From an optimization exercise on the open Yosys and OpenROAD flow, aimed at small area and a short achievable clock period; shortcuts taken in it are not production practice. Where RTL was checked, it was by simulation tests only, not by an equivalence proof against the original. Only the layout flow was run in run 1; the RTL was not checked for function there. Power figures rest on the tool's default switching activity, not on a simulated workload.

$ cat design/flow/standard.sh
#!/bin/bash
# synth_recipe.tcl (not shown) runs the flow's synth.tcl, then flattens the netlist and writes it again
# the make line also repeats each setting of config.mk as NAME=value (left out here)
make -C /OpenROAD-flow-scripts/flow DESIGN_CONFIG=/design/flow/config.mk WORK_HOME=/design/flow/orfs CLKGATE_MAP_FILE= SYNTH_SCRIPT=/design/flow/synth_recipe.tcl "${@:-finish}"
$ cat design/flow/flow/run.sh
#!/bin/bash
# The standard layout, except that the input and output port buffers are
# sky130_fd_sc_hd__buf_2 cells (buffer_ports otherwise picks a slow delay cell);
# timing repair resizes them like any other cell.
set -euo pipefail
export BUFFER_PORTS_ARGS="-buffer_cell sky130_fd_sc_hd__buf_2"
bash standard.sh > standard.log 2>&1
$ cat design/flow/config.mk
export PLATFORM = sky130hd
export DESIGN_NAME = CORE
export DESIGN_NICKNAME = CORE
export VERILOG_FILES = /design/flow/design.v
export SDC_FILE = /design/flow/constraint.sdc
export NUM_CORES = 4
export LEC_CHECK = 0
export CAP_MARGIN = 20
export CORE_MARGIN = 2
export CORE_UTILIZATION = 40
export CTS_BUF_LIST = sky130_fd_sc_hd__clkbuf_16
export CTS_CLUSTER_DIAMETER = 100
export CTS_CLUSTER_SIZE = 24
export SETUP_SLACK_MARGIN = 3.8
export SLEW_MARGIN = 20
export SYNTH_HIERARCHICAL = 1
export TNS_END_PERCENT = 5
$ cat design/flow/design.v
module O22AI (
    input  wire a1, a2, b1, b2,
    output wire y
);
    assign y = ~((a1 | a2) & (b1 | b2));
endmodule
module NOR2 (
    input  wire a, b,
    output wire y
);
    assign y = ~(a | b);
endmodule
module NAND4 (
    input  wire a, b, c, d,
    output wire y
);
    assign y = ~(a & b & c & d);
endmodule
module NOR16 (
    input  wire [15:0] x,
    output wire        y
);
    wire [7:0] n;
    wire [1:0] m;
    genvar i;
    generate
        for (i = 0; i < 8; i = i + 1) begin : g_n
            NOR2 u_n (.a(x[2*i]), .b(x[2*i+1]), .y(n[i]));
        end
    endgenerate
    NAND4 u_m0 (.a(n[0]), .b(n[1]), .c(n[2]), .d(n[3]), .y(m[0]));
    NAND4 u_m1 (.a(n[4]), .b(n[5]), .c(n[6]), .d(n[7]), .y(m[1]));
    NOR2  u_y  (.a(m[0]), .b(m[1]), .y(y));
endmodule
module DEC5N (
    input  wire [4:0]  a,
    output wire [31:1] n
);
    genvar k;
    generate
        for (k = 1; k < 32; k = k + 1) begin : g_dec
            assign n[k] = (a != k);
        end
    endgenerate
endmodule
module XOR2 (
    input  wire a, b,
    output wire y
);
    assign y = a ^ b;
endmodule
module XNOR2 (
    input  wire a, b,
    output wire y
);
    assign y = ~(a ^ b);
endmodule
module NAND2 (
    input  wire a, b,
    output wire y
);
    assign y = ~(a & b);
endmodule
module OAI21 (
    input  wire a1, a2, b,
    output wire y
);
    assign y = ~((a1 | a2) & b);
endmodule
module MUXN (
    input  wire a, b, s, sn,
    output wire y
);
    wire ta, tb;
    NAND2 u_a (.a(a), .b(sn), .y(ta));
    NAND2 u_b (.a(b), .b(s),  .y(tb));
    NAND2 u_y (.a(ta), .b(tb), .y(y));
endmodule
module MAJN (
    input  wire a, b, c,
    output wire y
);
    wire t, u;
    NAND2 u_t (.a(a), .b(b), .y(t));
    OAI21 u_u (.a1(a), .a2(b), .b(c), .y(u));
    NAND2 u_y (.a(t), .b(u), .y(y));
endmodule
module NAND3 (
    input  wire a, b, c,
    output wire y
);
    assign y = ~(a & b & c);
endmodule
module INV (
    input  wire a,
    output wire y
);
    assign y = ~a;
endmodule
module AND2 (
    input  wire a, b,
    output wire y
);
    assign y = a & b;
endmodule
module AOI21 (
    input  wire a1, a2, b,
    output wire y
);
    assign y = ~((a1 & a2) | b);
endmodule
module NANDB (
    input  wire a, bn,
    output wire y
);
    assign y = ~(a & ~bn);
endmodule
module PC4X (
    input  wire [3:0] x,
    output wire       c0
);
    wire h0, k0;
    XOR2 u_h (.a(x[0]), .b(x[1]), .y(h0));
    XOR2 u_k (.a(x[2]), .b(x[3]), .y(k0));
    XOR2 u_c (.a(h0), .b(k0), .y(c0));
endmodule
module NC1N (
    input  wire       lc,
    input  wire [3:0] x,
    output wire       y
);
    wire ge2 = (x[0] & x[1]) | (x[0] & x[2]) | (x[0] & x[3]) |
               (x[1] & x[2]) | (x[1] & x[3]) | (x[2] & x[3]);
    assign y = !(lc & ge2 & !(&x));
endmodule
module NC2N (
    input  wire       lc,
    input  wire [3:0] x,
    output wire       y
);
    assign y = !(lc & (&x));
endmodule
module CARRYKS (
    input  wire [7:0] g,
    input  wire [7:0] t,
    output wire [7:1] nc
);
    wire [7:0] ng1, nt1, g2, t2;
    INV u_g10 (.a(g[0]), .y(ng1[0]));
    genvar i;
    generate
        for (i = 1; i < 7; i = i + 1) begin : g_l1
            AOI21 u_g (.a1(t[i]), .a2(g[i-1]), .b(g[i]), .y(ng1[i]));
            NAND2 u_t (.a(t[i]), .b(t[i-1]), .y(nt1[i]));
        end
        for (i = 2; i < 7; i = i + 1) begin : g_l2
            OAI21 u_g (.a1(nt1[i]), .a2(ng1[i-2]), .b(ng1[i]), .y(g2[i]));
        end
        for (i = 4; i < 7; i = i + 1) begin : g_l2t
            NOR2 u_t (.a(nt1[i]), .b(nt1[i-2]), .y(t2[i]));
        end
    endgenerate
    INV u_g21 (.a(ng1[1]), .y(g2[1]));
    assign g2[0] = g[0];
    assign nc[1] = ng1[0];
    assign nc[2] = ng1[1];
    INV u_c3 (.a(g2[2]), .y(nc[3]));
    INV u_c4 (.a(g2[3]), .y(nc[4]));
    generate
        for (i = 4; i < 7; i = i + 1) begin : g_l3
            AOI21 u_g (.a1(t2[i]), .a2(g2[i-4]), .b(g2[i]), .y(nc[i+1]));
        end
    endgenerate
endmodule
module ALU_PRE (
    input  wire [7:0] i_a,
    input  wire [7:0] i_an,
    input  wire [7:0] i_b,
    input  wire [7:0] i_bn,
    input  wire       i_hold,
    input  wire       i_la,
    input  wire       i_ladd,
    input  wire       i_ls,
    input  wire       i_lc,
    input  wire [7:0] i_xq,
    input  wire [7:0] i_yq,
    output wire [7:0] o_x,
    output wire [7:0] o_y
);
    genvar i;
    wire [7:0] gA, tA, gS, tS;
    generate
        for (i = 0; i < 8; i = i + 1) begin : g_l0
            NOR2  u_ga (.a(i_an[i]), .b(i_bn[i]), .y(gA[i]));
            NAND2 u_ta (.a(i_an[i]), .b(i_bn[i]), .y(tA[i]));
            NOR2  u_gs (.a(i_an[i]), .b(i_b[i]),  .y(gS[i]));
            NAND2 u_ts (.a(i_an[i]), .b(i_b[i]),  .y(tS[i]));
        end
    endgenerate
    wire [7:1] nca, ncs;
    CARRYKS u_ka (.g(gA), .t(tA), .nc(nca));
    CARRYKS u_ks (.g({gS[7:1], tS[0]}), .t(tS), .nc(ncs));
    wire [15:0] nib = {i_b, i_a};
    wire [3:0]  nc0n, nc1n, nc2n;
    generate
        for (i = 0; i < 4; i = i + 1) begin : g_nib
            wire [3:0] x = nib[4*i +: 4];
            wire par;
            PC4X  u_par (.x(x), .c0(par));
            NAND2 u_n0  (.a(par), .b(i_lc), .y(nc0n[i]));
            NC1N  u_n1  (.lc(i_lc), .x(x), .y(nc1n[i]));
            NC2N  u_n2  (.lc(i_lc), .x(x), .y(nc2n[i]));
        end
    endgenerate
    wire [7:0] cxn = {1'b1, nc2n[1], nc1n[1], nc0n[1], 1'b1, nc2n[0], nc1n[0], nc0n[0]};
    wire [7:0] cyn = {1'b1, nc2n[3], nc1n[3], nc0n[3], 1'b1, nc2n[2], nc1n[2], nc0n[2]};
    generate
        for (i = 0; i < 8; i = i + 1) begin : g_out
            wire h, hn, n_g, n_h, n_hn, n_e, t, n_ca, n_cs, n_ey;
            XOR2  u_h   (.a(i_an[i]), .b(i_bn[i]), .y(h));
            XNOR2 u_hn  (.a(i_an[i]), .b(i_bn[i]), .y(hn));
            NAND2 u_ng  (.a(i_la), .b(gA[i]), .y(n_g));
            NAND2 u_nh  (.a(i_ladd), .b(h), .y(n_h));
            NAND2 u_nhn (.a(i_ls), .b(hn), .y(n_hn));
            NAND2 u_ne  (.a(i_hold), .b(i_xq[i]), .y(n_e));
            AND2  u_t   (.a(n_g), .b(n_e), .y(t));
            NAND4 u_x   (.a(n_h), .b(n_hn), .c(cxn[i]), .d(t), .y(o_x[i]));
            if (i == 0) begin : g_c0
                INV   u_ncs (.a(i_ls), .y(n_cs));
                assign n_ca = 1'b1;
            end else begin : g_cn
                NANDB u_nca (.a(i_ladd), .bn(nca[i]), .y(n_ca));
                NANDB u_ncs (.a(i_ls), .bn(ncs[i]), .y(n_cs));
            end
            NAND2 u_ney (.a(i_hold), .b(i_yq[i]), .y(n_ey));
            NAND4 u_y   (.a(n_ca), .b(n_cs), .c(cyn[i]), .d(n_ey), .y(o_y[i]));
        end
    endgenerate
endmodule
module ALU_POST (
    input  wire       i_cnt,
    input  wire [7:0] i_x,
    input  wire [7:0] i_y,
    output wire [7:0] o_r
);
    wire [7:0] pp;
    genvar i;
    generate
        for (i = 0; i < 8; i = i + 1) begin : g_pp
            XOR2 u_pp (.a(i_x[i]), .b(i_y[i]), .y(pp[i]));
        end
    endgenerate
    wire [3:0] l, h;
    wire gl0 = i_x[0] & i_y[0];
    wire gh0 = i_x[4] & i_y[4];
    assign l[0] = pp[0];
    assign h[0] = pp[4];
    XOR2 u_l1 (.a(pp[1]), .b(gl0), .y(l[1]));
    XOR2 u_h1 (.a(pp[5]), .b(gh0), .y(h[1]));
    assign l[2] = pp[2] | (i_x[1] & i_y[1]) | ((i_x[1] | i_y[1]) & gl0);
    assign h[2] = pp[6] | (i_x[5] & i_y[5]) | ((i_x[5] | i_y[5]) & gh0);
    assign l[3] = i_x[2] & i_y[2];
    assign h[3] = i_x[6] & i_y[6];
    wire [4:0] s;
    wire k0 = l[0] & h[0];
    wire k1, k2;
    MAJN u_k1 (.a(l[1]), .b(h[1]), .c(k0), .y(k1));
    MAJN u_k2 (.a(l[2]), .b(h[2]), .c(k1), .y(k2));
    wire lh1, lh2, lh3;
    XOR2 u_s0  (.a(l[0]), .b(h[0]), .y(s[0]));
    XOR2 u_lh1 (.a(l[1]), .b(h[1]), .y(lh1));
    XOR2 u_s1  (.a(lh1),  .b(k0),   .y(s[1]));
    XOR2 u_lh2 (.a(l[2]), .b(h[2]), .y(lh2));
    XOR2 u_s2  (.a(lh2),  .b(k1),   .y(s[2]));
    XOR2 u_lh3 (.a(l[3]), .b(h[3]), .y(lh3));
    XOR2 u_s3  (.a(lh3),  .b(k2),   .y(s[3]));
    assign s[4] = l[3] & h[3];
    wire cntn = !i_cnt;
    genvar j;
    generate
        for (j = 0; j < 5; j = j + 1) begin : g_mux
            MUXN u_m (.a(pp[j]), .b(s[j]), .s(i_cnt), .sn(cntn), .y(o_r[j]));
        end
    endgenerate
    assign o_r[7:5] = pp[7:5] & {3{cntn}};
endmodule
module RDBIT (
    input  wire [31:1] nsel,
    input  wire [31:1] nd,
    output wire        y,
    output wire        yn
);
    wire [15:0] t;
    genvar k;
    generate
        for (k = 0; k < 15; k = k + 1) begin : g_pair
            O22AI u_p (.a1(nsel[2*k+1]), .a2(nd[2*k+1]),
                       .b1(nsel[2*k+2]), .b2(nd[2*k+2]), .y(t[k]));
        end
    endgenerate
    NOR2 u_last (.a(nsel[31]), .b(nd[31]), .y(t[15]));
    NOR16 u_or (.x(t), .y(yn));
    INV u_inv (.a(yn), .y(y));
endmodule
module RDPORT (
    input  wire [4:0]   i_addr,
    input  wire [247:0] i_nd,       
    output wire [7:0]   o_data,
    output wire [7:0]   o_datan
);
    wire [31:1] nsel;
    DEC5N u_dec (.a(i_addr), .n(nsel));
    genvar b, k;
    generate
        for (b = 0; b < 8; b = b + 1) begin : g_bit
            wire [31:1] col;
            for (k = 1; k < 32; k = k + 1) begin : g_col
                assign col[k] = i_nd[8*(k-1)+b];
            end
            RDBIT u_bit (.nsel(nsel), .nd(col), .y(o_data[b]), .yn(o_datan[b]));
        end
    endgenerate
endmodule
module CORE #(
    parameter DATA_WIDTH = 8
)
(
    input wire i_CLK,
    input wire i_RSTn,
    input wire [31:0] i_instr,
    input wire i_valid,
    input wire i_ready1,
    output reg o_ready,
    output wire [DATA_WIDTH-1:0] o_data1,
    output wire o_valid1
);
    wire [1:0] op  = i_instr[31:30];
    wire [4:0] rd  = i_instr[29:25];
    wire [4:0] rs0 = i_instr[24:20];
    wire [4:0] rs1 = i_instr[19:15];
    reg       alu_valid;         
    reg [4:0] pend_dest;         
    reg [1:0] alu_oper;
    reg [4:0] wb_dest;
    reg       last_alu_valid;
    reg       st_show;           
    reg       st_hold;           
    wire hazard = alu_valid && (pend_dest != 5'd0) &&
                  ((rs0 == pend_dest) || (rs1 == pend_dest));
    wire alu_ready = !st_hold;
    wire load = !st_show || (!st_hold && i_ready1);
    wire wen  = st_show && i_ready1;
    assign o_valid1 = st_show;
    always @(posedge i_CLK) begin
        pend_dest <= rd;
        alu_oper  <= op;
    end
    always @(posedge i_CLK)
        if (alu_valid && alu_ready)
            wb_dest <= pend_dest;
    always @(posedge i_CLK or negedge i_RSTn)
        if (!i_RSTn) begin
            o_ready        <= 1'b0;
            alu_valid      <= 1'b0;
            last_alu_valid <= 1'b0;
            st_show        <= 1'b0;
            st_hold        <= 1'b0;
        end else begin
            o_ready        <= !hazard;
            alu_valid      <= i_valid && !hazard && alu_ready;
            last_alu_valid <= alu_valid;
            if (!st_show) begin
                st_show <= alu_valid;
            end else if (!st_hold) begin
                if (!i_ready1)
                    st_hold <= 1'b1;
                else if (!alu_valid)
                    st_show <= 1'b0;
            end else if (i_ready1) begin
                st_hold <= 1'b0;
                st_show <= last_alu_valid;
            end
        end
    reg  [247:0] rfn;            
    wire [7:0]   rd0, rd1, rd0n, rd1n;
    wire         rst = !i_RSTn;
    genvar k;
    generate
        for (k = 1; k < 32; k = k + 1) begin : g_row
            localparam [7:0] INIT = (k == 1) ? 8'd10 : (k == 2) ? 8'd5 : 8'd0;
            wire we = rst || (wen && wb_dest == k);
            always @(posedge i_CLK)
                if (we)
                    rfn[8*(k-1) +: 8] <= rst ? ~INIT : ~o_data1;
        end
    endgenerate
    RDPORT u_rd0 (.i_addr(rs0), .i_nd(rfn), .o_data(rd0), .o_datan(rd0n));
    RDPORT u_rd1 (.i_addr(rs1), .i_nd(rfn), .o_data(rd1), .o_datan(rd1n));
    reg        res_cnt;
    reg  [7:0] res_x, res_y;
    wire [7:0] pre_x, pre_y;
    ALU_PRE u_pre (.i_a(rd0), .i_an(rd0n), .i_b(rd1), .i_bn(rd1n),
                   .i_hold(!load),
                   .i_la(load && alu_oper == 2'b10),
                   .i_ladd(load && alu_oper == 2'b00),
                   .i_ls(load && alu_oper == 2'b01),
                   .i_lc(load && alu_oper == 2'b11),
                   .i_xq(res_x), .i_yq(res_y), .o_x(pre_x), .o_y(pre_y));
    always @(posedge i_CLK) begin
        res_x <= pre_x;
        res_y <= pre_y;
        if (load)
            res_cnt <= (alu_oper == 2'b11);
    end
    ALU_POST u_post (.i_cnt(res_cnt), .i_x(res_x), .i_y(res_y), .o_r(o_data1));
endmodule
$ cat design/flow/constraint.sdc
create_clock -name core_clock -period 7.5 [get_ports {i_CLK}]
set_input_delay 1.5000 -clock core_clock [delete_from_list [all_inputs] [get_ports {i_CLK}]]
set_output_delay 1.5000 -clock core_clock [all_outputs]
set_load 0.01 [all_outputs]
==> impl_metrics.yaml, run 1 <==
outcome:
  outcome: "no timing/DRC/antenna violations"
cts:
  worstSkewPairLatency_ps: 520
  clockBufferDepth: 3
  htree_num_levels: 1
  clkTransAtPathRegs_ps: 100
  cts-root-buf: "clkbuf_16"
  cts_buffers: 16
  cts_tree: "yes"
  cts_sinks: 282
timing:
  setup_viol: 0
  final.setup.worst_slack_ps: 3792
  relSlewSlack_pct: 31.10
  worst_slew_pin_slew_ps: 1031
  finalCriticalPeriod_ps: 3708
  rsz0062_at_grt: "yes"
  slew_violations: 0
  finalCritPeriodShare_pct: 49.45
  skew_ps: 29.51
  finalHoldViolCount: 0
  max_freq_mhz: 269.7
  setup_tns_ps: 0
placement:
  port-buffer-count: 30
  dp_slack_ps: 2794
  placed_cells: 1688
  place_congestion: 0.8856
  hpwl_mm: 27.96
  dpl-instance-area_um2: 14060
finish:
  final_area_um2: 14960
  nets: 1309
  utilization_pct: 45.99
  n_antenna_cell: 0
  area_delta_synth_final_pct: 13.32
  register_area_um2: 8235
  fill_cells: 3035
  multiInputGateArea_um2: 5151
  final_cell_count_no_fill: 1725
  drive_above_1_share_pct: 15.28
  final_common_cell: "edfxtp_1"
  mostFrequentLayoutCells: "edfxtp_1 (254), o22ai_1 (241), nor2_1 (167), nand2_1 (146), nand4_1 (52)"
route:
  antenna_left: 0
  routed_via_density: 6.078
  drcViolationCount: 0
  routed_wl_mm: 40.40
  avgRoutedWirePerCell_um: 23.42
  vias: 10485
  firstDrtPassIters: 5
  drt-initial-drc-count: 1172
setup_path:
  worstPathRequired_ps: 7910
  crit_fanout: 9
  end_kind: "flop"
  crit_path_start_kind: "primary input"
  cp.arrival_ps: 4120
  critical_path_class: "in -> reg"
hold_path:
  hp-class: "reg -> reg"
grt:
  grt_overflow: 0
  grt_pass1_wl_mm: 58.83
  antenna_found_initial: 0
  track_usage_pct: 23.04
  grt_pass1_vias: 9764
  grt_max_degree: 57
pwr:
  p_leak_uw: 0.004667
  power_density_nw_per_um2: 339.6
  ir_drop_mv: 0.1929
yosys:
  syn-cell-area_um2: 13200
  yosysWarnings: 7
  synth_cells: 1200
  synth.avg_cell_area_um2: 11.00
floorplanning:
  die_width_um: 185.7
  rows: 66
  start_util_pct: 40.58
  dieArea_um2: 34480
  die_h_um: 185.7
  pin_count: 46
  core_area_um2: 32540
run:
  maxCapViolCount: 0
## report_power, final
group          internal (uW)  switching (uW)  total (uW)  leakage, uW
Combinational            488             975        1460      0.00202
Clock                    424             524         948     0.000267
Sequential              2400             268        2670      0.00238
Total                   3310            1770        5080      0.00467
## layer usage
layer / global-route usage [%] / vias to the layer above / wire [um]
met1: 32.75 / 5190 / 17420
met5: 0 / - / 0
met3: 4.050 / 70 / 3473
li1: - / 4709 / -
met2: 35.24 / 516 / 18090
met4: 8.756 / 0 / 1408
## critical path, cell delays in order
cell and delay (ps):
buf_2 190, and3_1 300, nand2_2 210, o22ai_1 90, nor2_1 320, nand4_1 300, nor2_2 350, inv_1 200
maj3_2 340, o2111ai_2 190, nand4_1 100
## area by class of cell
type	instances	share of cell area (%)
Timing Repair Buffer	66	2.851
Tap cell	442	3.696
Multi-Input combinational cell	879	34.43
Inverter	28	0.7024
Clock buffer	17	2.843
Sequential cell	282	55.04
Clock inverter	11	0.4432
## state kept, by name, indices dropped and copies added, names as in the netlist
register,cells
alu_oper,2
alu_valid,1
last_alu_valid,1
o_ready,1
pend_dest,5
res_cnt,1
res_x,8
res_y,8
rfn,248
st_hold,1
st_show,1
wb_dest,5
## stage by stage
step / power (uW) / hold slack [ps]
6_report: 5081 / 442.9
5_1_grt: 5342 / 475.0
4_1_cts: 4991 / 450.0
3_3_place_gp: 3984 / 426.4
2_1_floorplan: 3489 / 388.3
3_5_place_dp: 4027 / 428.1
## worst paths after layout
| path | from | end | slack [ps] | cells past startpoint |
|---|---|---|---|---|
| min reg2reg | alu_valid | last_alu_valid | 440 | 0 |
| min | alu_valid | last_alu_valid | 440 | 0 |
| max in group asynchronous | i_RSTn | st_show | 6080 | 2 |
| max | i_instr[18] | res_y[5] | 3790 | 11 |
| min in group asynchronous | i_RSTn | last_alu_valid | 1050 | 2 |
| max reg2reg | res_y[5] | rfn[241] | 4950 | 7 |
## timing repair
| item | 4_1_cts | 5_1_grt |
|---|---|---|
| hold buffers | 0 | 0 |
| pin swaps | 2 | 14 |
| setup buffers | 0 | 9 |
| resized for setup | 35 | 60 |
| endpoints found under the setup margin | 18 | 16 |
==> run 2: changes to the inputs <==
--- a/design/flow/design.v
+++ b/design/flow/design.v
@@ -117,26 +117,20 @@
 endmodule
-module PC4X (
-    input  wire [3:0] x,
-    output wire       c0
-);
-    wire h0, k0;
-    XOR2 u_h (.a(x[0]), .b(x[1]), .y(h0));
-    XOR2 u_k (.a(x[2]), .b(x[3]), .y(k0));
-    XOR2 u_c (.a(h0), .b(k0), .y(c0));
-endmodule
-module NC1N (
-    input  wire       lc,
-    input  wire [3:0] x,
-    output wire       y
-);
-    wire ge2 = (x[0] & x[1]) | (x[0] & x[2]) | (x[0] & x[3]) |
-               (x[1] & x[2]) | (x[1] & x[3]) | (x[2] & x[3]);
-    assign y = !(lc & ge2 & !(&x));
-endmodule
-module NC2N (
+module PC4N (
     input  wire       lc,
     input  wire [3:0] x,
-    output wire       y
+    output wire       y0n, y1n, y2n
 );
-    assign y = !(lc & (&x));
+    wire h0, k0, par, n1, n2, m, ge2, ne4, all4;
+    XOR2  u_h  (.a(x[0]), .b(x[1]), .y(h0));
+    XOR2  u_k  (.a(x[2]), .b(x[3]), .y(k0));
+    XOR2  u_c  (.a(h0), .b(k0), .y(par));
+    NAND2 u_0  (.a(par), .b(lc), .y(y0n));
+    NAND2 u_n1 (.a(x[0]), .b(x[1]), .y(n1));
+    NAND2 u_n2 (.a(x[2]), .b(x[3]), .y(n2));
+    NAND2 u_m  (.a(h0), .b(k0), .y(m));
+    NAND3 u_g2 (.a(n1), .b(n2), .c(m), .y(ge2));      
+    NAND4 u_n4 (.a(x[0]), .b(x[1]), .c(x[2]), .d(x[3]), .y(ne4));
+    NAND3 u_1  (.a(lc), .b(ge2), .c(ne4), .y(y1n));
+    NOR2  u_a4 (.a(n1), .b(n2), .y(all4));
+    NAND2 u_2  (.a(all4), .b(lc), .y(y2n));
 endmodule
@@ -206,8 +200,4 @@
         for (i = 0; i < 4; i = i + 1) begin : g_nib
-            wire [3:0] x = nib[4*i +: 4];
-            wire par;
-            PC4X  u_par (.x(x), .c0(par));
-            NAND2 u_n0  (.a(par), .b(i_lc), .y(nc0n[i]));
-            NC1N  u_n1  (.lc(i_lc), .x(x), .y(nc1n[i]));
-            NC2N  u_n2  (.lc(i_lc), .x(x), .y(nc2n[i]));
+            PC4N u_pc (.lc(i_lc), .x(nib[4*i +: 4]),
+                       .y0n(nc0n[i]), .y1n(nc1n[i]), .y2n(nc2n[i]));
         end
@@ -218,8 +208,7 @@
         for (i = 0; i < 8; i = i + 1) begin : g_out
-            wire h, hn, n_g, n_h, n_hn, n_e, t, n_ca, n_cs, n_ey;
+            wire h, n_g, n_h, n_hn, n_e, t, n_ca, n_cs, n_ey;
             XOR2  u_h   (.a(i_an[i]), .b(i_bn[i]), .y(h));
-            XNOR2 u_hn  (.a(i_an[i]), .b(i_bn[i]), .y(hn));
             NAND2 u_ng  (.a(i_la), .b(gA[i]), .y(n_g));
             NAND2 u_nh  (.a(i_ladd), .b(h), .y(n_h));
-            NAND2 u_nhn (.a(i_ls), .b(hn), .y(n_hn));
+            NANDB u_nhn (.a(i_ls), .bn(h), .y(n_hn));
             NAND2 u_ne  (.a(i_hold), .b(i_xq[i]), .y(n_e));
==> run 2 against run 1 <==
  * Largest power group unchanged
  * Die area down 0.82%
  * Combinational power down 3%
  * Final cell count down 0.35%
  * Sequential cell count unchanged
  * Clock power up 2.2%
  * Global-route usage down 0.45 points
==> impl_metrics.yaml, run 2 <==
hold_path:
  hp-class: "reg -> reg"
  holdPathStages: 0
  hold_end: "last_alu_valid"
  worstHoldStart: "alu_valid"
placement:
  port-buffer-count: 30
  place_congestion: 0.9113
  dpl-instance-area_um2: 13960
  hpwl_mm: 28.25
  dp_slack_ps: 2936
finish:
  largest_reg_flops: 248
  drive_above_1_share_pct: 13.23
  mostFrequentLayoutCells: "edfxtp_1 (254), o22ai_1 (241), nor2_1 (174), nand2_1 (167), nand4_1 (52)"
  n_antenna_cell: 0
  fill_cells: 3073
  nets: 1303
  area_delta_synth_final_pct: 12.65
  final_area_um2: 14750
  final_common_cell: "edfxtp_1"
  utilization_pct: 45.57
  top_register: "rfn"
  reg_top3: "rfn: 248 flops, res_x: 8 flops, res_y: 8 flops"
floorplanning:
  pin_count: 46
  dieArea_um2: 34200
  die_h_um: 184.9
  core_area_um2: 32370
  start_util_pct: 40.45
  rows: 66
  die_width_um: 184.9
timing:
  finalCriticalPeriod_ps: 3715
  max_freq_mhz: 269.2
  setup_tns_ps: 0
  worst_slew_pin_slew_ps: 1110
  setup_viol: 0
  finalCritPeriodShare_pct: 49.53
  skew_ps: 26.19
  rsz0062_at_grt: "yes"
  relSlewSlack_pct: 25.21
  finalHoldViolCount: 0
  slew_violations: 0
  final.setup.worst_slack_ps: 3785
setup_path:
  r2r-end: "rfn[195]"
  path_cells: "buf_2 > and3b_1 > nand2_1 > o22ai_1 > nor2_1 > nand4_1 > nor2_1 > inv_1 > xor2_1 > xor2_1 > nand2_1 > nand4_1"
  crit_path_start_kind: "primary input"
  reg2reg_slack_ps: 5010
  max_stage_delay_ps: 410
  crit_fanout: 9
  r2r_start: "res_y[1]"
  path_buf_inv: 2
  cp.arrival_ps: 4160
  worst-path-stages: 12
  cpMaxStageDelayCell: "nor2_1"
  reg2reg_depth: 12
  worstPathRequired_ps: 7950
  cp_top_family: "simple AND/OR/NAND/NOR gates"
  critical_path_class: "in -> reg"
  end_kind: "flop"
cts:
  clockBufferDepth: 3
  htree_num_levels: 1
  cts_buffers: 16
  cts_tree: "yes"
  clkTransAtPathRegs_ps: 110
  hold_buffers: 0
  worstSkewPairLatency_ps: 520
  cts-root-buf: "clkbuf_16"
  cts_sinks: 282
route:
  drcViolationCount: 0
  vias: 10133
  routed_via_density: 5.895
  antenna_left: 0
  drt-initial-drc-count: 1267
  avgRoutedWirePerCell_um: 22.51
  firstDrtPassIters: 6
  routed_wl_mm: 38.69
yosys:
  yosysWarnings: 7
  synth.avg_cell_area_um2: 10.91
  syn-cell-area_um2: 13090
  synth_cells: 1200
grt:
  track_usage_pct: 22.59
  grt_pass1_vias: 9523
  grt_max_degree: 57
  grt_pass1_wl_mm: 57.64
  antenna_found_initial: 0
  grt_overflow: 0
pwr:
  p_leak_uw: 0.004593
  power_density_nw_per_um2: 340.5
  ir_drop_mv: 0.2065
  finalPower_uw: 5022
outcome:
  outcome: "no timing/DRC/antenna violations"
run:
  maxCapViolCount: 0
==> run 2: cell types whose count changed in the layout (fill, tap and decap cells not counted), moves of 6 or more <==
cell,change
nor2_1,+7
nor2_4,-6
nand2_2,-13
nand2_1,+21
buf_4,-10
xnor2_1,-8
nand2b_1,+8
==> run 2: stage by stage <==
stage | cells | hold slack [ps]
2_1_floorplan | 1204 | 388.3
3_3_place_gp | 1685 | 425.2
3_5_place_dp | 1687 | 427.8
4_1_cts | 1717 | 462.0
5_1_grt | 1719 | 479.5
6_report | 1719 | 468.5
==> run 2: worst max-delay path by stage <==
stage | slack [ps] | startpoint | to
2_1_floorplan | 4150 | i_instr[16] | res_y[7]
3_3_place_gp | 2970 | i_instr[20] | res_y[7]
3_5_place_dp | 2940 | i_instr[15] | res_y[7]
4_1_cts | 3740 | res_y[1] | o_data1[1]
5_1_grt | 3710 | res_x[5] | o_data1[3]
6_report | 3780 | i_instr[18] | res_y[4]
==> run 2: layout make-up <==
class,count,area [um^2],share of cell area (%)
timing repair buffer,60,407.9,2.765
clock inverter,10,58.81,0.3987
inverter,28,105.1,0.7125
multi-input combinational,879,4950,33.56
clock buffer,18,450.4,3.054
sequential,282,8225,55.76
tap,442,553.0,3.749
==> run 2: repair_timing <==
item / CTS / global route
pin swaps: 5 / 7
endpoints found under the setup margin: 16 / 14
buffers inserted: 2 / 0
gates cloned: 0 / 0
resized for setup: 21 / 48
endpoints found under the hold margin: 0 / 0
==> run 2: where the power goes <==
part	total [uW]	switching, uW	internal [uW]
clock network	969	527	442
logic	1420	953	465
registers	2640	257	2380
==> run 2: layer usage <==
metal | GRT usage [%] | part of all wire [%] | up-vias
li1 | - | - | 4672
met1 | 32.93 | 44 | 4952
met3 | 3.303 | 8.5 | 66
met4 | 6.730 | 3.5 | 0
met5 | 0 | 0 | -
met2 | 35.04 | 44 | 443
==> run 3: changes to the inputs <==
--- a/design/flow/config.mk
+++ b/design/flow/config.mk
@@ -16,2 +16,2 @@
 export SYNTH_HIERARCHICAL = 1
-export TNS_END_PERCENT = 5
+export TNS_END_PERCENT = 100
==> run 3 against run 2 <==
  * Worst setup slack better by 63 ps
  * Register-to-register slack about the same
  * Sequential power about the same
  * Die area unchanged
  * Critical path depth down 1
  * Final area up 0.68%
  * Synthesized cell count unchanged
  * Final cell count about the same
  * Clock-buffer cell count unchanged
  * Sequential cell count unchanged
  * Non-clock buffer count up 1
  * Critical endpoint is now o_data1[3]
==> impl_metrics.yaml, run 3 <==
outcome:
  outcome: "no timing/DRC/antenna violations"
finish:
  largest_reg_flops: 248
  area_delta_synth_final_pct: 13.42
  mostFrequentLayoutCells: "edfxtp_1 (254), o22ai_1 (241), nor2_1 (171), nand2_1 (157), nand4_1 (52)"
  fill_cells: 3067
  n_antenna_cell: 0
  final_cell_count_no_fill: 1720
  top_register: "rfn"
  final_area_um2: 14850
  drive_above_1_share_pct: 14.32
  final_common_cell: "edfxtp_1"
  nets: 1304
  reg_top3: "rfn: 248 flops, res_x: 8 flops, res_y: 8 flops"
setup_path:
  crit_path_start_kind: "flop"
  worstPathRequired_ps: 6000
  end_kind: "output port"
  critical_path_class: "reg -> out"
  r2r-end: "rfn[195]"
  startpoint: "res_y[1]"
  worstSetupEndpoint: "o_data1[3]"
  reg2reg_depth: 12
  reg2reg_slack_ps: 5020
  cp.arrival_ps: 2150
  r2r_start: "res_y[1]"
  crit_fanout: 4
grt:
  grt_max_degree: 57
  antenna_found_initial: 0
  grt_pass1_wl_mm: 57.68
  grt_most_used_layer: "met2"
  grt_use_met2_pct: 35.10
  grt_pass1_vias: 9530
  grt_overflow: 0
  use_met1_pct: 32.93
  met3_usage_pct: 3.303
  track_usage_pct: 22.61
route:
  routed_wl_mm: 38.87
  avgRoutedWirePerCell_um: 22.60
  antenna_left: 0
  firstDrtPassIters: 5
  routed_via_density: 5.913
  drcViolationCount: 0
  vias: 10171
  drt-initial-drc-count: 1359
floorplanning:
  dieArea_um2: 34200
  rows: 66
  start_util_pct: 40.45
  die_width_um: 184.9
  pin_count: 46
  die_h_um: 184.9
  core_area_um2: 32370
timing:
  worst_slew_pin_slew_ps: 1076
  rsz0062_at_grt: "yes"
  setup_tns_ps: 0
  skew_ps: 20.77
  finalHoldViolCount: 0
  max_freq_mhz: 273.8
  finalCritPeriodShare_pct: 48.69
  finalCriticalPeriod_ps: 3652
  final.setup.worst_slack_ps: 3848
  relSlewSlack_pct: 27.51
  slew_violations: 0
  setup_viol: 0
cts:
  cts-root-buf: "clkbuf_16"
  htree_num_levels: 1
  cts_buffers: 16
  cts_sinks: 282
  clockBufferDepth: 3
  worstSkewPairLatency_ps: 520
  cts_tree: "yes"
  clkTransAtPathRegs_ps: 100
yosys:
  synth_cells: 1200
  synth.avg_cell_area_um2: 10.91
  yosysWarnings: 7
  syn-cell-area_um2: 13090
pwr:
  p_leak_uw: 0.004636
  power_density_nw_per_um2: 339.6
  finalPower_uw: 5043
  ir_drop_mv: 0.2067
placement:
  dp_slack_ps: 2936
  dpl-instance-area_um2: 13960
  place_congestion: 0.9113
  hpwl_mm: 28.25
  placed_cells: 1687
  port-buffer-count: 30
run:
  maxCapViolCount: 0
hold_path:
  hp-class: "reg -> reg"
-- run 3: changes by cell type in the layout (fill, tap and decap cells not counted), sizes merged --
cell,delta
buf,+1
-- run 3: what timing repair did --
action	4_1_cts	5_1_grt
gates resized for setup	25	69
setup endpoints to repair	16	14
pin swaps	5	12
hold buffers	0	0
buffers inserted	2	1
-- run 3: per-layer routing --
metal	wire length, um	vias up
li1	-	4670
met1	16620	4978
met2	17470	457
met3	3453	66
met4	1327	0
met5	0	-
-- run 3: where the power goes --
part | internal, uW | leakage (uW) | total, uW | switching (uW)
registers | 2380 | 0.00238 | 2640 | 257
clock network | 442 | 0.000271 | 969 | 526
logic | 477 | 0.00199 | 1440 | 961
-- run 3: worst max-delay path, cell delays in order (launching register included) --
cell and delay (ps):
dfxtp_2 360, xor2_2 180, xor2_1 160, buf_4 150, o21ai_2 100, nand2_1 80
o21ai_1 80, nand2_1 80, xor2_1 150, nand2_1 80, nand2_2 120, buf_6 110
-- run 3: layout make-up --
type	instances	area, um^2	share of cell area (%)
multi-input cells	879	5040	33.94
inverters	28	105.1	0.7077
flip-flops and latches	282	8228	55.40
clock buffers	18	450.4	3.033
repair buffers	61	415.4	2.797
well taps	442	553.0	3.724
clock inverters	10	58.81	0.3960
-- run 3: through the flow --
step                      hold WS [ps]  utilization [%]
after CTS                        462.0            45.00
after detailed placement         427.8            43.14
final                            459.8            45.88
after global placement           425.2            43.03
after floorplan                  388.3                -
after global routing             479.5            45.88
-- run 3: worst min path at each step --
stage                     startpoint             end  slack [ps]  cells after the start
after floorplan            alu_valid  last_alu_valid         390                      0
after global placement     alu_valid  last_alu_valid         430                      0
after detailed placement   alu_valid  last_alu_valid         430                      0
after CTS                  alu_valid  last_alu_valid         460                      0
after global routing       alu_valid  last_alu_valid         480                      0
final                      alu_valid  last_alu_valid         460                      0
==> run 4: changes to the inputs <==
--- a/design/flow/config.mk
+++ b/design/flow/config.mk
@@ -13,2 +13,3 @@
 export CTS_CLUSTER_SIZE = 24
+export PLACE_DENSITY = 0.75
 export SETUP_SLACK_MARGIN = 3.8
==> run 4 against run 3 <==
  * Still clean on timing, DRC and antenna
  * Critical path depth up 2
  * Sequential cell count is the same
  * Die area unchanged
  * Critical path type is now in -> reg
  * Critical endpoint is now res_y[7]
==> impl_metrics.yaml, run 4 <==
route:
  routed_via_density: 6.122
  drt-initial-drc-count: 1597
  firstDrtPassIters: 5
  vias: 10536
  antenna_left: 0
  routed_wl_mm: 39.55
  drcViolationCount: 0
  avgRoutedWirePerCell_um: 22.98
setup_path:
  cp.arrival_ps: 4060
  max_stage_delay_ps: 350
  cp_top_family: "simple AND/OR/NAND/NOR gates"
  crit_path_start_kind: "primary input"
  end_kind: "flop"
  path_buf_inv: 1
  crit_fanout: 9
  worstPathRequired_ps: 7900
  path_cells: "buf_2 > and3b_1 > nand2_2 > o22ai_1 > nor2_1 > nand4_1 > nor2_4 > nand2_1 > a21oi_2 > o21ai_1 > a21oi_2 > nand2b_1 > nand4_1"
  cpMaxStageDelayCell: "nand4_1"
  critical_path_class: "in -> reg"
cts:
  cts_sinks: 282
  clkTransAtPathRegs_ps: 90
  cts_buffers: 15
  worstSkewPairLatency_ps: 510
  htree_num_levels: 1
  clockBufferDepth: 3
  hold_buffers: 0
  cts_tree: "yes"
  cts-root-buf: "clkbuf_16"
floorplanning:
  core_area_um2: 32370
  die_width_um: 184.9
  dieArea_um2: 34200
  die_h_um: 184.9
  start_util_pct: 40.45
  pin_count: 46
  rows: 66
placement:
  port-buffer-count: 30
  dp_slack_ps: 2871
  hpwl_mm: 27.22
  place_congestion: 0.8907
finish:
  largest_reg_flops: 248
  top_register: "rfn"
  fill_cells: 2985
  nets: 1307
  mostFrequentLayoutCells: "edfxtp_1 (254), o22ai_1 (241), nor2_1 (170), nand2_1 (151), nand4_1 (52)"
  area_delta_synth_final_pct: 12.95
  drive_above_1_share_pct: 14.54
  reg_top3: "rfn: 248 flops, res_x: 8 flops, res_y: 8 flops"
  n_antenna_cell: 0
  final_common_cell: "edfxtp_1"
grt:
  grt_pass1_vias: 10006
  track_usage_pct: 22.72
  grt_overflow: 0
  antenna_found_initial: 0
  grt_max_degree: 57
  grt_pass1_wl_mm: 58.63
run:
  maxCapViolCount: 0
timing:
  finalHoldViolCount: 0
  rsz0062_at_grt: "yes"
  final.setup.worst_slack_ps: 3836
  finalCriticalPeriod_ps: 3664
  setup_viol: 0
  skew_ps: 26.44
  setup_tns_ps: 0
  slew_violations: 0
  max_freq_mhz: 272.9
  worst_slew_pin_slew_ps: 1109
  finalCritPeriodShare_pct: 48.85
  relSlewSlack_pct: 25.72
pwr:
  power_density_nw_per_um2: 336.7
  p_leak_uw: 0.004622
  ir_drop_mv: 0.2079
yosys:
  syn-cell-area_um2: 13090
  synth.avg_cell_area_um2: 10.91
  synth_cells: 1200
  yosysWarnings: 7
hold_path:
  hp-class: "reg -> reg"
outcome:
  outcome: "no timing/DRC/antenna violations"
==> run 4: per-layer routing <==
metal / track usage (%) / share of wire (%)
met5: 0 / 0
met1: 30.53 / 39
met2: 36.49 / 46
met4: 8.857 / 4.4
met3: 4.345 / 10
==> run 4: layout make-up <==
cell class / instances / area, um^2 / area share [%]
Inverter: 28 / 105.1 / 0.7107
Sequential cell: 282 / 8228 / 55.63
Clock buffer: 15 / 375.4 / 2.538
Tap cell: 442 / 553.0 / 3.739
Timing Repair Buffer: 65 / 441.7 / 2.986
Multi-Input combinational cell: 879 / 5022 / 33.96
Clock inverter: 10 / 63.81 / 0.4315
==> run 4: final timing paths <==
path / slack [ps] / startpoint / cells past startpoint / endpoint
min in group asynchronous: 1140 / i_RSTn / 1 / o_ready
setup / recovery: 3840 / i_instr[22] / 13 / res_y[7]
setup reg to reg: 4910 / res_y[1] / 8 / rfn[209]
hold reg to reg: 450 / alu_valid / 0 / last_alu_valid
max in group asynchronous: 5780 / i_RSTn / 1 / st_hold
hold / removal: 450 / alu_valid / 0 / last_alu_valid
==> run 4: worst register-to-register path: stages, from the launching register on <==
cell     delay, ps
dfxtp_2        390
xor2_2         170
xor2_1         180
buf_4          150
xor2_1         170
xor2_1         150
nand2_1        110
nand2_4        130
nand2_1        610
==> run 4: power by group <==
part	internal, uW	switching (uW)	total (uW)
Sequential	2380	265	2650
Clock	403	489	891
Combinational	476	963	1440
==> run 4: timing repair <==
action                     in CTS  in global routing
setup buffers                   3                  4
resized for setup              33                 63
pin swaps                       8                 19
setup endpoints to repair      17                 15
==> run 4: stage by stage <==
step | total power, uW | hold slack [ps] | instances | area [um^2] | utilization (%)
3_5_place_dp | 3937 | 432.1 | 1687 | 13940 | 43.06
6_report | 4980 | 454.9 | 1721 | 14790 | 45.69
5_1_grt | 5217 | 475.0 | 1721 | 14790 | 45.69
2_1_floorplan | 3423 | 388.3 | 1204 | 13110 | -
4_1_cts | 4870 | 451.8 | 1715 | 14500 | 44.79
3_3_place_gp | 3867 | 423.5 | 1685 | 13930 | 43.03
==> run 5: changes to the inputs <==
--- a/design/flow/config.mk
+++ b/design/flow/config.mk
@@ -13,3 +13,3 @@
 export CTS_CLUSTER_SIZE = 24
-export PLACE_DENSITY = 0.75
+export PLACE_DENSITY = 0.92
 export SETUP_SLACK_MARGIN = 3.8
==> run 5 against run 4 <==
  * Still clean on timing, DRC and antenna
  * Maximum frequency decreased by 1.2%
  * Final cell count decreased by 0.70%
  * Combinational power about the same
  * Largest cell class unchanged
==> impl_metrics.yaml, run 5 <==
outcome:
  outcome: "no timing/DRC/antenna violations"
timing:
  finalHoldViolCount: 0
  slew_violations: 0
  finalCriticalPeriod_ps: 3707
  final.setup.worst_slack_ps: 3793
  setup_tns_ps: 0
  worst_slew_pin_slew_ps: 1183
  rsz0062_at_grt: "yes"
  setup_viol: 0
  relSlewSlack_pct: 20.28
  skew_ps: 11.23
  max_freq_mhz: 269.7
  finalCritPeriodShare_pct: 49.43
cts:
  worstSkewPairLatency_ps: 500
  cts_buffers: 15
  cts-root-buf: "clkbuf_16"
  clkTransAtPathRegs_ps: 90
  htree_num_levels: 1
  cts_tree: "yes"
  hold_buffers: 0
  cts_sinks: 282
  clockBufferDepth: 3
yosys:
  yosysWarnings: 7
  synth_cells: 1200
  synth.avg_cell_area_um2: 10.91
  syn-cell-area_um2: 13090
placement:
  dp_slack_ps: 2993
  port-buffer-count: 30
  place_congestion: 0.9493
  hpwl_mm: 25.94
  placed_cells: 1675
finish:
  largest_reg_flops: 248
  multiInputGateArea_um2: 5036
  fill_cells: 2949
  drive_above_1_share_pct: 14.05
  register_area_um2: 8233
  nets: 1295
  reg_top3: "rfn: 248 flops, res_x: 8 flops, res_y: 8 flops"
  area_delta_synth_final_pct: 12.06
  final_cell_count_no_fill: 1709
  final_common_cell: "edfxtp_1"
  n_antenna_cell: 0
  mostFrequentLayoutCells: "edfxtp_1 (254), o22ai_1 (241), nor2_1 (172), nand2_1 (149), nand4_1 (52)"
  top_register: "rfn"
grt:
  grt_overflow: 0
  antenna_found_initial: 0
  grt_max_degree: 57
  track_usage_pct: 21.35
  grt_pass1_wl_mm: 55.71
  grt_pass1_vias: 10048
route:
  routed_wl_mm: 37.48
  avgRoutedWirePerCell_um: 21.93
  vias: 10745
  routed_via_density: 6.287
  drcViolationCount: 0
  drt-initial-drc-count: 1554
  firstDrtPassIters: 6
  antenna_left: 0
setup_path:
  cp.arrival_ps: 4150
  crit_fanout: 8
  critical_path_class: "in -> reg"
  worstPathRequired_ps: 7940
  crit_path_start_kind: "primary input"
  reg2reg_slack_ps: 4900
  end_kind: "flop"
run:
  maxCapViolCount: 0
hold_path:
  hp-class: "reg -> reg"
pwr:
  finalPower_uw: 4934
  power_density_nw_per_um2: 336.2
  p_leak_uw: 0.004541
  ir_drop_mv: 0.2139
floorplanning:
  rows: 66
  dieArea_um2: 34200
  die_width_um: 184.9
  pin_count: 46
  start_util_pct: 40.45
  die_h_um: 184.9
  core_area_um2: 32370
## run 5: final timing paths
| check | from | to | depth (start not counted) |
|---|---|---|---|
| min in group asynchronous | i_RSTn | st_show | 2 |
| min reg2reg | alu_valid | last_alu_valid | 0 |
| max | i_instr[16] | res_y[7] | 14 |
| max reg2reg | res_x[5] | rfn[155] | 11 |
| min | alu_valid | last_alu_valid | 0 |
| max in group asynchronous | i_RSTn | o_ready | 2 |
## run 5: per-stage QoR
step	util, %	hold slack (ps)	cell area (um^2)
6_report	45.33	442.7	14670
3_3_place_gp	42.80	422.6	13850
4_1_cts	44.41	438.4	14380
5_1_grt	45.33	468.2	14670
3_5_place_dp	42.80	418.3	13850
2_1_floorplan	-	388.3	13110
## run 5: power breakdown
part | switching, uW | internal (uW) | total (uW)
sequential | 266 | 2390 | 2660
combinational | 965 | 470 | 1430
clock | 475 | 368 | 844
## run 5: area by class of cell
cell class / count / share of cell area (%)
inverter: 28 / 0.7163
sequential: 282 / 56.11
multi-input combinational: 879 / 34.32
clock inverter: 10 / 0.2814
tap: 442 / 3.769
clock buffer: 15 / 2.558
timing repair buffer: 53 / 2.243
## run 5: metal layers
layer	part of all wire, %	track usage, %	vias to the layer above
met5	0	0	-
met4	4.8	9.429	0
met3	13	4.424	138
met2	45	33.71	844
met1	37	28.54	5107
li1	-	-	4656
## run 5: worst max-delay path: stages
cell      delay, ps
buf_2           160
and2_2          330
nand2_2         270
nor2_1           70
nor2_1          270
nand4_1         370
nor2_4          290
inv_1           110
nand2_1         140
inv_1            80
o21ai_1         220
a21oi_2          90
nand2b_1        140
nand4_1         100
## run 5: repair_timing
action | CTS | global route
resized for setup | 26 | 69
pin swaps | 5 | 15
gates cloned | 0 | 0
setup endpoints to repair | 13 | 16
buffers inserted | 3 | 6
==> run 6: changes to the inputs <==
--- a/design/flow/config.mk
+++ b/design/flow/config.mk
@@ -13,4 +13,4 @@
 export CTS_CLUSTER_SIZE = 24
-export PLACE_DENSITY = 0.92
-export SETUP_SLACK_MARGIN = 3.8
+export PLACE_DENSITY = 0.85
+export SETUP_SLACK_MARGIN = 3.95
 export SLEW_MARGIN = 20
==> run 6 against run 5 <==
  * Via count fell by 0.36%
  * Combinational power rose by 7%
  * Sequential share of layout area fell by 1.5 points
  * Non-clock buffer count rose by 19
  * Sequential cell count did not move
  * Synthesized cell count did not move
  * Clock power barely moved
  * Total power rose by 1.9%
  * Worst setup slack improved by 96 ps
  * Critical path type is now reg -> out
  * Clock skew rose by 19 ps
  * Still clean
  * Routed wire length rose by 3.0%
==> impl_metrics.yaml, run 6 <==
run:
  maxCapViolCount: 0
route:
  antenna_left: 0
  drcViolationCount: 0
  routed_via_density: 6.196
  vias: 10706
  routed_wl_mm: 38.61
  drt-initial-drc-count: 1352
  firstDrtPassIters: 6
  avgRoutedWirePerCell_um: 22.35
yosys:
  syn-cell-area_um2: 13090
  synth_cells: 1200
  synth.avg_cell_area_um2: 10.91
  yosysWarnings: 7
pwr:
  ir_drop_mv: 0.2279
  p_leak_uw: 0.004866
  finalPower_uw: 5027
  power_density_nw_per_um2: 333.2
setup_path:
  path_cells: "xor2_4 > xor2_2 > o21ai_1 > nand2_2 > buf_4 > xor2_1 > nand2_1 > nand2_4 > buf_2"
  max_stage_delay_ps: 380
  worstPathRequired_ps: 6000
  end_kind: "output port"
  critical_path_class: "reg -> out"
  cp.arrival_ps: 2110
  crit_path_start_kind: "flop"
  crit_fanout: 4
  cpMaxStageDelayCell: "dfxtp_4"
floorplanning:
  die_h_um: 184.9
  core_area_um2: 32370
  die_width_um: 184.9
  dieArea_um2: 34200
  rows: 66
  pin_count: 46
  start_util_pct: 40.45
cts:
  worstSkewPairLatency_ps: 510
  cts_sinks: 282
  clockBufferDepth: 3
  cts_tree: "yes"
  clkTransAtPathRegs_ps: 90
  cts-root-buf: "clkbuf_16"
  cts_buffers: 15
  htree_num_levels: 1
placement:
  dp_slack_ps: 2949
  place_congestion: 0.9419
  hpwl_mm: 26.33
  port-buffer-count: 30
  placed_cells: 1675
finish:
  nets: 1314
  drive_above_1_share_pct: 18.04
  top_register: "rfn"
  final_common_cell: "edfxtp_1"
  n_antenna_cell: 0
  area_delta_synth_final_pct: 15.23
  utilization_pct: 46.61
  reg_top3: "rfn: 248 flops, res_x: 8 flops, res_y: 8 flops"
  final_cell_count_no_fill: 1728
  largest_reg_flops: 248
  mostFrequentLayoutCells: "edfxtp_1 (254), o22ai_1 (241), nor2_1 (166), nand2_1 (127), nand4_1 (52)"
grt:
  grt_overflow: 0
  antenna_found_initial: 0
  grt_max_degree: 57
  track_usage_pct: 21.77
  grt_pass1_vias: 9949
  grt_pass1_wl_mm: 56.34
timing:
  worst_slew_pin_slew_ps: 1143
  setup_tns_ps: 0
  setup_viol: 0
  max_freq_mhz: 276.9
  final.setup.worst_slack_ps: 3889
  relSlewSlack_pct: 22.98
  slew_violations: 0
  finalCritPeriodShare_pct: 48.15
  finalHoldViolCount: 0
  rsz0062_at_grt: "yes"
  skew_ps: 29.86
  finalCriticalPeriod_ps: 3611
hold_path:
  hp-class: "reg -> reg"
outcome:
  outcome: "no timing/DRC/antenna violations"
[run 6: per-layer routing]
metal / up-vias / GRT usage, % / wire length (um)
met1: 5118 / 28.69 / 14270
met4: 0 / 10.57 / 2051
li1: 4694 / - / -
met2: 772 / 35.45 / 17830
met3: 122 / 3.087 / 4461
met5: - / 0 / 0
[run 6: power by group]
group / leakage, uW / switching [uW] / internal [uW]
clock: 0.000237 / 475 / 369
combinational: 0.00225 / 990 / 538
sequential: 0.00238 / 265 / 2390
[run 6: path summary, 6_finish.rpt]
path | from | to | slack (ps) | depth (start not counted)
setup / recovery | res_y[5] | o_data1[2] | 3890 | 9
hold / removal | alu_valid | last_alu_valid | 460 | 0
setup reg to reg | res_y[5] | rfn[203] | 4890 | 12
hold reg to reg | alu_valid | last_alu_valid | 460 | 0
max in group asynchronous | i_RSTn | last_alu_valid | 5660 | 1
min in group asynchronous | i_RSTn | o_ready | 1180 | 1
[run 6: layout make-up]
type	count	area [um^2]
clock buffer	15	375.4
clock inverter	10	42.54
fill	2864	17280
inverter	28	105.1
multi-input combinational	879	5239
sequential	282	8233
tap	442	553.0
timing repair buffer	72	540.5
[run 6: per-stage QoR]
step / hold slack, ps / area [um^2]
2_1_floorplan: 388.3 / 13110
3_3_place_gp: 421.8 / 13850
3_5_place_dp: 408.3 / 13860
4_1_cts: 459.2 / 14530
5_1_grt: 470.8 / 15090
6_report: 457.7 / 15090
[run 6: repair_timing]
action | CTS | global route
resized for setup | 61 | 99
hold buffers | 0 | 0
cloned | 0 | 0
endpoints found under the setup margin | 17 | 15
buffers inserted | 7 | 21
hold endpoints to repair | 0 | 0
pin swaps | 16 | 31
[run 6: critical path: cells and delay by family, from the launching register on]
family | cells | cell delay (ps)
AO/OA/AOI/OAI | 1 | 150
XOR/XNOR | 3 | 510
buffers and inverters | 2 | 260
flip-flops | 1 | 380
AND/OR/NAND/NOR | 3 | 280
==> run 7: changes to the inputs <==
--- a/design/flow/config.mk
+++ b/design/flow/config.mk
@@ -14,3 +14,3 @@
 export PLACE_DENSITY = 0.85
-export SETUP_SLACK_MARGIN = 3.95
+export SETUP_SLACK_MARGIN = 3.8
 export SLEW_MARGIN = 20
==> run 7 against run 6 <==
  * Still clean on timing, DRC and antenna
  * Worst setup slack worse by 27 ps
  * Via count is 2.1% lower
  * Highest routed layer unchanged
  * Routed wire length is 1.4% lower
  * Clock skew is 1.2 ps higher
  * Largest cell class unchanged
  * Core utilization is 1.4 points lower
==> impl_metrics.yaml, run 7 <==
hold_path:
  hold_end: "last_alu_valid"
  hp-class: "reg -> reg"
  holdPathStages: 0
  worstHoldStart: "alu_valid"
cts:
  cts_tree: "yes"
  cts_sinks: 282
  htree_num_levels: 1
  cts_buffers: 15
  worstSkewPairLatency_ps: 510
  hold_buffers: 0
  clockBufferDepth: 3
  clkTransAtPathRegs_ps: 90
  cts-root-buf: "clkbuf_16"
setup_path:
  cp.arrival_ps: 4090
  reg2reg_slack_ps: 4870
  worstPathRequired_ps: 7950
  crit_path_start_kind: "primary input"
  end_kind: "flop"
  critical_path_class: "in -> reg"
  reg2reg_depth: 12
  crit_fanout: 9
  r2r_start: "res_x[0]"
  r2r-end: "rfn[203]"
  startpoint: "i_instr[19]"
finish:
  nets: 1293
  reg_top3: "rfn: 248 flops, res_x: 8 flops, res_y: 8 flops"
  largest_reg_flops: 248
  drive_above_1_share_pct: 13.12
  top_register: "rfn"
  final_cell_count_no_fill: 1707
  n_antenna_cell: 0
  area_delta_synth_final_pct: 11.86
  mostFrequentLayoutCells: "edfxtp_1 (254), o22ai_1 (241), nor2_1 (172), nand2_1 (154), nand4_1 (52)"
  final_common_cell: "edfxtp_1"
yosys:
  yosysWarnings: 7
  synth_cells: 1200
  synth.avg_cell_area_um2: 10.91
  syn-cell-area_um2: 13090
grt:
  grt_pass1_wl_mm: 56.08
  grt_pass1_vias: 9942
  grt_overflow: 0
  grt_max_degree: 57
  antenna_found_initial: 0
  track_usage_pct: 21.70
route:
  antenna_left: 0
  firstDrtPassIters: 7
  drcViolationCount: 0
  routed_via_density: 6.141
  vias: 10483
  routed_wl_mm: 38.08
  drt-initial-drc-count: 1486
  avgRoutedWirePerCell_um: 22.31
timing:
  setup_tns_ps: 0
  relSlewSlack_pct: 23.62
  finalCriticalPeriod_ps: 3639
  setup_viol: 0
  slew_violations: 0
  worst_slew_pin_slew_ps: 1134
  rsz0062_at_grt: "yes"
  finalCritPeriodShare_pct: 48.52
  finalHoldViolCount: 0
  max_freq_mhz: 274.8
  skew_ps: 31.07
floorplanning:
  die_width_um: 184.9
  start_util_pct: 40.45
  pin_count: 46
  core_area_um2: 32370
  dieArea_um2: 34200
  rows: 66
  die_h_um: 184.9
placement:
  hpwl_mm: 26.33
  place_congestion: 0.9419
  port-buffer-count: 30
  placed_cells: 1675
run:
  maxCapViolCount: 0
outcome:
  outcome: "no timing/DRC/antenna violations"
pwr:
  p_leak_uw: 0.004519
  ir_drop_mv: 0.2304
  finalPower_uw: 4913
  power_density_nw_per_um2: 335.4
-- run 7: cell type report --
cell class	count	area, um^2
multi-input cells	879	5014
clock buffers	15	375.4
well taps	442	553.0
inverters	28	105.1
fillers	2935	17720
repair buffers	51	319.1
clock inverters	10	42.54
flip-flops and latches	282	8238
-- run 7: routing by layer --
layer / up-vias / wire [um] / track usage [%] / share of wire, %
met5: - / 0 / 0 / 0
met4: 0 / 1827 / 11.40 / 4.8
met3: 102 / 4282 / 3.382 / 11
met2: 722 / 17690 / 34.91 / 46
met1: 5010 / 14280 / 28.43 / 38
li1: 4649 / - / - / -
-- run 7: what timing repair did --
action / 4_1_cts / 5_1_grt
pin swaps: 4 / 12
buffers inserted: 3 / 4
resized for setup: 23 / 66
endpoints found under the setup margin: 15 / 14
-- run 7: stage by stage --
stage / area (um^2) / hold WS (ps) / util, % / worst slack, ps
6_report: 14650 / 461.3 / 45.25 / 3861
5_1_grt: 14650 / 472.2 / 45.25 / 3743
3_3_place_gp: 13850 / 421.8 / 42.80 / 2989
3_5_place_dp: 13860 / 408.3 / 42.81 / 2949
2_1_floorplan: 13110 / 388.3 / - / 4147
4_1_cts: 14380 / 459.2 / 44.43 / 3795
-- run 7: worst max path at each step --
stage | end | slack, ps | cells past startpoint
6_report | res_y[6] | 3860 | 14
5_1_grt | o_data1[3] | 3740 | 10
4_1_cts | res_y[7] | 3800 | 13
3_5_place_dp | res_y[7] | 2950 | 13
3_3_place_gp | res_y[7] | 2990 | 13
2_1_floorplan | res_y[7] | 4150 | 14
-- run 7: power by group --
group | total (uW) | switching (uW) | internal [uW]
combinational | 1410 | 943 | 466
clock | 843 | 475 | 369
sequential | 2660 | 267 | 2390
total | 4910 | 1690 | 3230
-- run 7: worst max-delay path: stages --
cell,delay (ps)
buf_2,270
and3b_1,290
nand2_1,270
o22ai_1,160
nor2_1,200
nand4_1,210
nor2_2,260
inv_1,140
nor2_1,230
a21oi_2,90
o21ai_1,160
a21oi_2,40
nand2b_1,140
nand4_1,130
==> run 8: changes to the inputs <==
--- a/design/flow/config.mk
+++ b/design/flow/config.mk
@@ -17,2 +17,2 @@
 export SYNTH_HIERARCHICAL = 1
-export TNS_END_PERCENT = 100
+export TNS_END_PERCENT = 5
==> run 8 against run 7 <==
  * Total power shrank 0.79%
  * Final cell count shrank 0.12%
  * Combinational power shrank 3%
  * Register-to-register slack gained 40 ps
  * Clock power is essentially flat
  * Synthesized cell count is the same
  * First-iteration DRC count grew 0.54%
  * Routed wire length shrank 0.57%
  * Worst hold slack lost 6.7 ps
  * Clock-buffer cell count is the same
==> impl_metrics.yaml, run 8 <==
timing:
  slew_violations: 0
  rsz0062_at_grt: "yes"
  relSlewSlack_pct: 23.99
  setup_viol: 0
  finalCritPeriodShare_pct: 49.19
  finalCriticalPeriod_ps: 3689
  skew_ps: 26.83
  finalHoldViolCount: 0
  setup_tns_ps: 0
  max_freq_mhz: 271.1
  worst_slew_pin_slew_ps: 1128
cts:
  cts-root-buf: "clkbuf_16"
  clockBufferDepth: 3
  cts_sinks: 282
  htree_num_levels: 1
  cts_tree: "yes"
  worstSkewPairLatency_ps: 500
  clkTransAtPathRegs_ps: 90
  cts_buffers: 15
outcome:
  outcome: "no timing/DRC/antenna violations"
pwr:
  ir_drop_mv: 0.2282
  p_leak_uw: 0.004492
  power_density_nw_per_um2: 334.6
floorplanning:
  core_area_um2: 32370
  die_width_um: 184.9
  pin_count: 46
  die_h_um: 184.9
  dieArea_um2: 34200
  rows: 66
  start_util_pct: 40.45
finish:
  largest_reg_flops: 248
  n_antenna_cell: 0
  register_area_um2: 8233
  final_common_cell: "edfxtp_1"
  fill_cells: 2946
  nets: 1291
  area_delta_synth_final_pct: 11.27
  reg_top3: "rfn: 248 flops, res_x: 8 flops, res_y: 8 flops"
  top_register: "rfn"
  final_cell_count_no_fill: 1705
  mostFrequentLayoutCells: "edfxtp_1 (254), o22ai_1 (241), nor2_1 (174), nand2_1 (164), nand4_1 (52)"
  drive_above_1_share_pct: 11.96
  multiInputGateArea_um2: 4965
placement:
  hpwl_mm: 26.33
  placed_cells: 1675
  port-buffer-count: 30
  place_congestion: 0.9419
route:
  antenna_left: 0
  routed_wl_mm: 37.86
  drcViolationCount: 0
  vias: 10534
  avgRoutedWirePerCell_um: 22.21
  firstDrtPassIters: 8
  routed_via_density: 6.178
  drt-initial-drc-count: 1494
run:
  maxCapViolCount: 0
grt:
  antenna_found_initial: 0
  grt_overflow: 0
  grt_pass1_vias: 9942
  grt_max_degree: 57
  track_usage_pct: 21.70
  grt_pass1_wl_mm: 56.08
yosys:
  syn-cell-area_um2: 13090
  yosysWarnings: 7
  synth_cells: 1200
  synth.avg_cell_area_um2: 10.91
hold_path:
  hp-class: "reg -> reg"
setup_path:
  crit_path_start_kind: "primary input"
  cp.arrival_ps: 4140
  worstPathRequired_ps: 7950
  crit_fanout: 8
  end_kind: "flop"
  critical_path_class: "in -> reg"
## run 8: final cells by class
cell class                      count  area share (%)
Clock inverter                     10          0.2920
Sequential cell                   282           56.51
Timing Repair Buffer               49           2.027
Tap cell                          442           3.796
Clock buffer                       15           2.576
Multi-Input combinational cell    879           34.08
Inverter                           28          0.7214
## run 8: power by group
| part | internal, uW | total, uW | switching, uW |
|---|---|---|---|
| logic | 444 | 1370 | 931 |
| clock network | 369 | 844 | 475 |
| registers | 2390 | 2660 | 265 |
| total | 3200 | 4870 | 1670 |
## run 8: metal layers
| metal | global-route usage [%] | vias up | wire length (um) |
|---|---|---|---|
| li1 | - | 4650 | - |
| met1 | 28.43 | 4977 | 14110 |
| met2 | 34.91 | 788 | 17400 |
| met3 | 3.382 | 119 | 4445 |
| met4 | 11.40 | 0 | 1912 |
| met5 | 0 | - | 0 |
## run 8: critical path: stages
cell and delay [ps]:
buf_2 150, nor2_2 470, nand2_1 400, o22ai_1 280
nor2_1 100, nand4_1 290, nor2_4 110, nor2_2 220
inv_1 80, o21ai_1 230, a21oi_2 70, nand2b_1 140
nand4_1 80
## run 8: final timing paths
| kind | startpoint | endpoint | slack, ps | cells after the start |
|---|---|---|---|---|
| max | i_instr[20] | res_y[7] | 3810 | 13 |
| max in group asynchronous | i_RSTn | last_alu_valid | 5660 | 1 |
| min reg2reg | alu_valid | last_alu_valid | 450 | 0 |
| max reg2reg | res_x[5] | rfn[203] | 4910 | 12 |
| min | alu_valid | last_alu_valid | 450 | 0 |
| min in group asynchronous | i_RSTn | o_ready | 1180 | 1 |
## run 8: through the flow
step	cell area [um^2]	hold WS [ps]	power (uW)	util, %	setup WS, ps
3_5_place_dp	13860	408.3	3929	42.81	2949
6_report	14570	454.6	4874	45.01	3811
5_1_grt	14570	472.2	5116	45.01	3731
2_1_floorplan	13110	388.3	3423	-	4147
3_3_place_gp	13850	421.8	3852	42.80	2989
4_1_cts	14380	459.2	4799	44.43	3795
## run 8: what timing repair did
action                                 CTS  global route
buffers inserted                         3             2
hold buffers                             0             0
pin swaps                                4             6
setup endpoints to repair               15            14
cloned                                   0             0
endpoints found under the hold margin    0             0
resized for setup                       23            47

-- re-timing with driven ports --
Ports are ideal in the flow. The routed layouts listed here were re-timed in OpenROAD.
Step 1 sets driving cells, clkbuf_16 on the clock port and buf_2 on the other inputs (assumed; they add their load-dependent delay and slew).
Step 2 times the ports against the registers' clock, not the clock port: input delays grow and output delays shrink by t, the midpoint of the rising clock arrivals with the driver on.
Slacks: no drivers / after step 1 / after step 2; pairs: no drivers / after step 1.
run	t, ns	setup WS [ns]	hold slack, ns	worst setup path after step 2	worst register clock-pin slew, ns
run 1	0.558	3.792 / 3.821 / 3.265	0.443 / 0.443 / 0.443	input to register	0.10 / 0.10
run 2	0.558	3.785 / 3.789 / 3.243	0.469 / 0.469 / 0.469	input to register	0.11 / 0.11
run 3	0.558	3.848 / 3.797 / 3.323	0.460 / 0.460 / 0.460	input to register	0.11 / 0.11
run 4	0.549	3.836 / 3.797 / 3.319	0.455 / 0.455 / 0.455	input to register	0.10 / 0.10
run 5	0.538	3.793 / 3.751 / 3.277	0.443 / 0.443 / 0.443	input to register	0.10 / 0.10
run 6	0.540	3.889 / 3.841 / 3.461	0.458 / 0.458 / 0.458	input to register	0.10 / 0.10
run 7	0.540	3.861 / 3.843 / 3.346	0.461 / 0.461 / 0.461	input to register	0.10 / 0.10
run 8	0.536	3.811 / 3.826 / 3.301	0.455 / 0.455 / 0.455	input to register	0.10 / 0.10
After both steps every run listed still meets setup and hold. The setup slack of run 2, which loses most, moves by +0.004 ns with the drivers and by -0.542 ns with both steps.
